This is an optimization exercise on Yosys and OpenROAD, whose aim is small area, not a production implementation.
Only simulation tests tie the RTL to the original design; equivalence was not proved.

raven:
Design FNDCounter, start of the top module:
module FNDCounter(clk, rstn, clksel, ld, ld_val, seg, an);
    input clk;
    input rstn;
    input clksel;
    input ld;            
    input [31:0] ld_val;
    output [6:0] seg;    
    output [7:0] an;     
    reg [31:0] fndcnt;   
    reg [2:0]  fndsel;   
    wire fndovf1, fndovf2, refreshovf;
    Counter24 #(.W(20), .TAP(17), .JBIT(19), .TVAL(20'h71d94), .IVAL(20'h31d94)) fctr1(clk, rstn, fndovf1);
    Counter24 #(.W(19), .TAP(7),  .JBIT(3),  .TVAL(19'h28284), .IVAL(19'h28280)) fctr2(clk, rstn, fndovf2);
    Counter24 #(.W(17), .TAP(14), .JBIT(0),  .TVAL(17'h15c38), .IVAL(17'h05c38)) rctr(clk, rstn, refreshovf);
    BCDDecoder dec(.n(fndcnt), .an(an), .seg(seg));
    wire fndovf = clksel ? fndovf2 : fndovf1;
    assign an = ~(8'b1 << fndsel);
    wire [32:0] carry;
    assign carry[0] = fndovf;
    genvar i;
    generate
        for (i = 0; i < 32; i = i + 1) begin : inc
            assign carry[i+1] = carry[i] & fndcnt[i];
        end
    endgenerate
    always @(posedge clk or negedge rstn) begin
        if (!rstn)
            fndcnt <= 0;
  ...
Size in the first run: roughly 1300 cells after synthesis, roughly 51 I/O pins, about 8100 sq um of cells after synthesis.
Settings: LEC_CHECK=0, ABC_AREA=1, CAP_MARGIN=20, CORE_MARGIN=2, CORE_UTILIZATION=40, CTS_BUF_LIST=sky130_fd_sc_hd__clkbuf_8, SLEW_MARGIN=20; clock period 150.0 ns.
standard.sh (not shown) runs the stock make flow with config.mk's settings and CLKGATE_MAP_FILE= SYNTH_SCRIPT=/design/flow/synth_recipe.tcl, a recipe that flattens the netlist after the stock synthesis.
==> flow/flow/run.sh <==
#!/bin/bash
# Layout flow: the standard flow, except that
#  - synthesis maps the logic with an area-only ABC script (flow/abc_area.script)
#    in place of ORFS's abc_area.script, which sizes cells up for speed, and
#    without mapping adders to sky130 half/full adder cells (ADDER_MAP_FILE empty),
#    so that ABC optimizes that logic with the rest;
#  - ports are buffered with sky130_fd_sc_hd__buf_1.
# Synthesis itself is ORFS's (synth_recipe.tcl), so registers keep their names and cells.
set -euo pipefail
W=$(pwd)
rm -rf "$W/scripts_custom"
cp -r "$FLOW_HOME/scripts" "$W/scripts_custom"
cp "$W/flow/abc_area.script" "$W/scripts_custom/abc_area.script"
bash standard.sh synth "SCRIPTS_DIR=$W/scripts_custom" "ADDER_MAP_FILE=" > "$W/synth.log" 2>&1
bash standard.sh finish "BUFFER_PORTS_ARGS=-buffer_cell sky130_fd_sc_hd__buf_1" > "$W/finish.log" 2>&1
==> flow/flow/abc_area.script <==
strash
dc2
&get -n
&deepsyn -T 30
&put
dc2
dch -f
amap
topo
> inputs changed (raven -> lagoon)
-- flow/design.v --
<<< raven, line 477
    wire c30_7;
    assign {c30_7, m30_7} = fa(m29_7, c29_6);
    wire [2:0] ms;    
    wire ls;          
    wire [2:0] mb;    
    wire lb;          
    assign ms[0] = (~an[0] & m30_0[0]) | (~an[1] & m30_1[0]) | (~an[2] & m30_2[0]) | (~an[3] & m30_3[0]) | (~an[4] & m30_4[0]) | (~an[5] & m30_5[0]) | (~an[6] & m30_6[0]) | (~an[7] & m30_7[0]);
    assign mb[0] = (~an[1] & m30_0[0]) | (~an[2] & m30_1[0]) | (~an[3] & m30_2[0]) | (~an[4] & m30_3[0]) | (~an[5] & m30_4[0]) | (~an[6] & m30_5[0]) | (~an[7] & m30_6[0]);
    assign ms[1] = (~an[0] & m30_0[1]) | (~an[1] & m30_1[1]) | (~an[2] & m30_2[1]) | (~an[3] & m30_3[1]) | (~an[4] & m30_4[1]) | (~an[5] & m30_5[1]) | (~an[6] & m30_6[1]) | (~an[7] & m30_7[1]);
    assign mb[1] = (~an[1] & m30_0[1]) | (~an[2] & m30_1[1]) | (~an[3] & m30_2[1]) | (~an[4] & m30_3[1]) | (~an[5] & m30_4[1]) | (~an[6] & m30_5[1]) | (~an[7] & m30_6[1]);
    assign ms[2] = (~an[0] & m30_0[2]) | (~an[1] & m30_1[2]) | (~an[2] & m30_2[2]) | (~an[3] & m30_3[2]) | (~an[4] & m30_4[2]) | (~an[5] & m30_5[2]) | (~an[6] & m30_6[2]) | (~an[7] & m30_7[2]);
    assign mb[2] = (~an[1] & m30_0[2]) | (~an[2] & m30_1[2]) | (~an[3] & m30_2[2]) | (~an[4] & m30_3[2]) | (~an[5] & m30_4[2]) | (~an[6] & m30_5[2]) | (~an[7] & m30_6[2]);
    assign ls = (~an[0] & n[1]) | (~an[1] & c30_0) | (~an[2] & c30_1) | (~an[3] & c30_2) | (~an[4] & c30_3) | (~an[5] & c30_4) | (~an[6] & c30_5) | (~an[7] & c30_6);
    assign lb = (~an[1] & n[1]) | (~an[2] & c30_0) | (~an[3] & c30_1) | (~an[4] & c30_2) | (~an[5] & c30_3) | (~an[6] & c30_4) | (~an[7] & c30_5);
    wire [3:0] sa = fb(ms, ls);
    wire [3:0] sb = fb(mb, lb);
    wire [3:0] dsel = {(~an[0] & n[0]) | (an[0] & sb[3]), sa[2:0]};   
    reg [6:0] segr;
    assign seg = segr;
>>> lagoon, line 477
    wire c30_7;
    assign {c30_7, m30_7} = fa(m29_7, c29_6);
    wire [2:0] m31_0;
    wire c31_0;
    assign {c31_0, m31_0} = fb(m30_0, n[1]);
    wire [2:0] m31_1;
    wire c31_1;
    assign {c31_1, m31_1} = fb(m30_1, c30_0);
    wire [2:0] m31_2;
    wire c31_2;
    assign {c31_2, m31_2} = fb(m30_2, c30_1);
    wire [2:0] m31_3;
    wire c31_3;
    assign {c31_3, m31_3} = fb(m30_3, c30_2);
    wire [2:0] m31_4;
    wire c31_4;
    assign {c31_4, m31_4} = fb(m30_4, c30_3);
    wire [2:0] m31_5;
    wire c31_5;
    assign {c31_5, m31_5} = fb(m30_5, c30_4);
    wire [2:0] m31_6;
    wire c31_6;
    assign {c31_6, m31_6} = fb(m30_6, c30_5);
    wire [2:0] m31_7;
    wire c31_7;
    assign {c31_7, m31_7} = fb(m30_7, c30_6);
    wire [3:0] dsel;   
    assign dsel[0] = (~an[0] & m31_0[0]) | (~an[1] & m31_1[0]) | (~an[2] & m31_2[0]) | (~an[3] & m31_3[0]) | (~an[4] & m31_4[0]) | (~an[5] & m31_5[0]) | (~an[6] & m31_6[0]) | (~an[7] & m31_7[0]);
    assign dsel[1] = (~an[0] & m31_0[1]) | (~an[1] & m31_1[1]) | (~an[2] & m31_2[1]) | (~an[3] & m31_3[1]) | (~an[4] & m31_4[1]) | (~an[5] & m31_5[1]) | (~an[6] & m31_6[1]) | (~an[7] & m31_7[1]);
    assign dsel[2] = (~an[0] & m31_0[2]) | (~an[1] & m31_1[2]) | (~an[2] & m31_2[2]) | (~an[3] & m31_3[2]) | (~an[4] & m31_4[2]) | (~an[5] & m31_5[2]) | (~an[6] & m31_6[2]) | (~an[7] & m31_7[2]);
    assign dsel[3] = (~an[0] & n[0]) | (~an[1] & c31_0) | (~an[2] & c31_1) | (~an[3] & c31_2) | (~an[4] & c31_3) | (~an[5] & c31_4) | (~an[6] & c31_5) | (~an[7] & c31_6);
    reg [6:0] segr;
    assign seg = segr;
--- outcome ---
- lagoon went all the way through the flow, and no timing, DRC or antenna check failed.
- Post-synthesis cell area grows slightly when moving from raven to lagoon.
- Summary: with raven as the reference, via count of the first global-routing pass in lagoon moved down by a few percent.
- Detail-routed net length per standard cell, lagoon vs raven: down by a few percent
- Of lagoon and raven, the lower post-route standard cell area excluding fillers belongs to raven.

[separate check: timing with driven ports]
The results above use ideal ports. As a check the final layouts listed here were re-extracted and re-timed, cells and wires unchanged.
Step 1, drivers: a clkbuf_16 drives clk and a buf_2 each remaining input, both assumed.
Step 2 also shifts input and output timing later by t, the mid clock arrival at the registers, as if the neighbouring blocks saw the same clock.
a / b / c = ideal ports / drivers / drivers and shift; a / b = the first two.
| run | t, ns | setup WS [ns] | worst hold slack (ns) | slew at the worst register clock pin (ns) | pins driven straight from the clock port |
|---|---|---|---|---|---|
| raven | 0.396 | 106.189 / 106.151 / 106.547 | 0.372 / 0.372 / 0.372 | 0.10 / 0.10 | 1 |
| lagoon | 0.416 | 106.095 / 106.053 / 106.469 | 0.364 / 0.364 / 0.364 | 0.12 / 0.12 | 1 |
After both steps setup and hold are still met in every run listed.
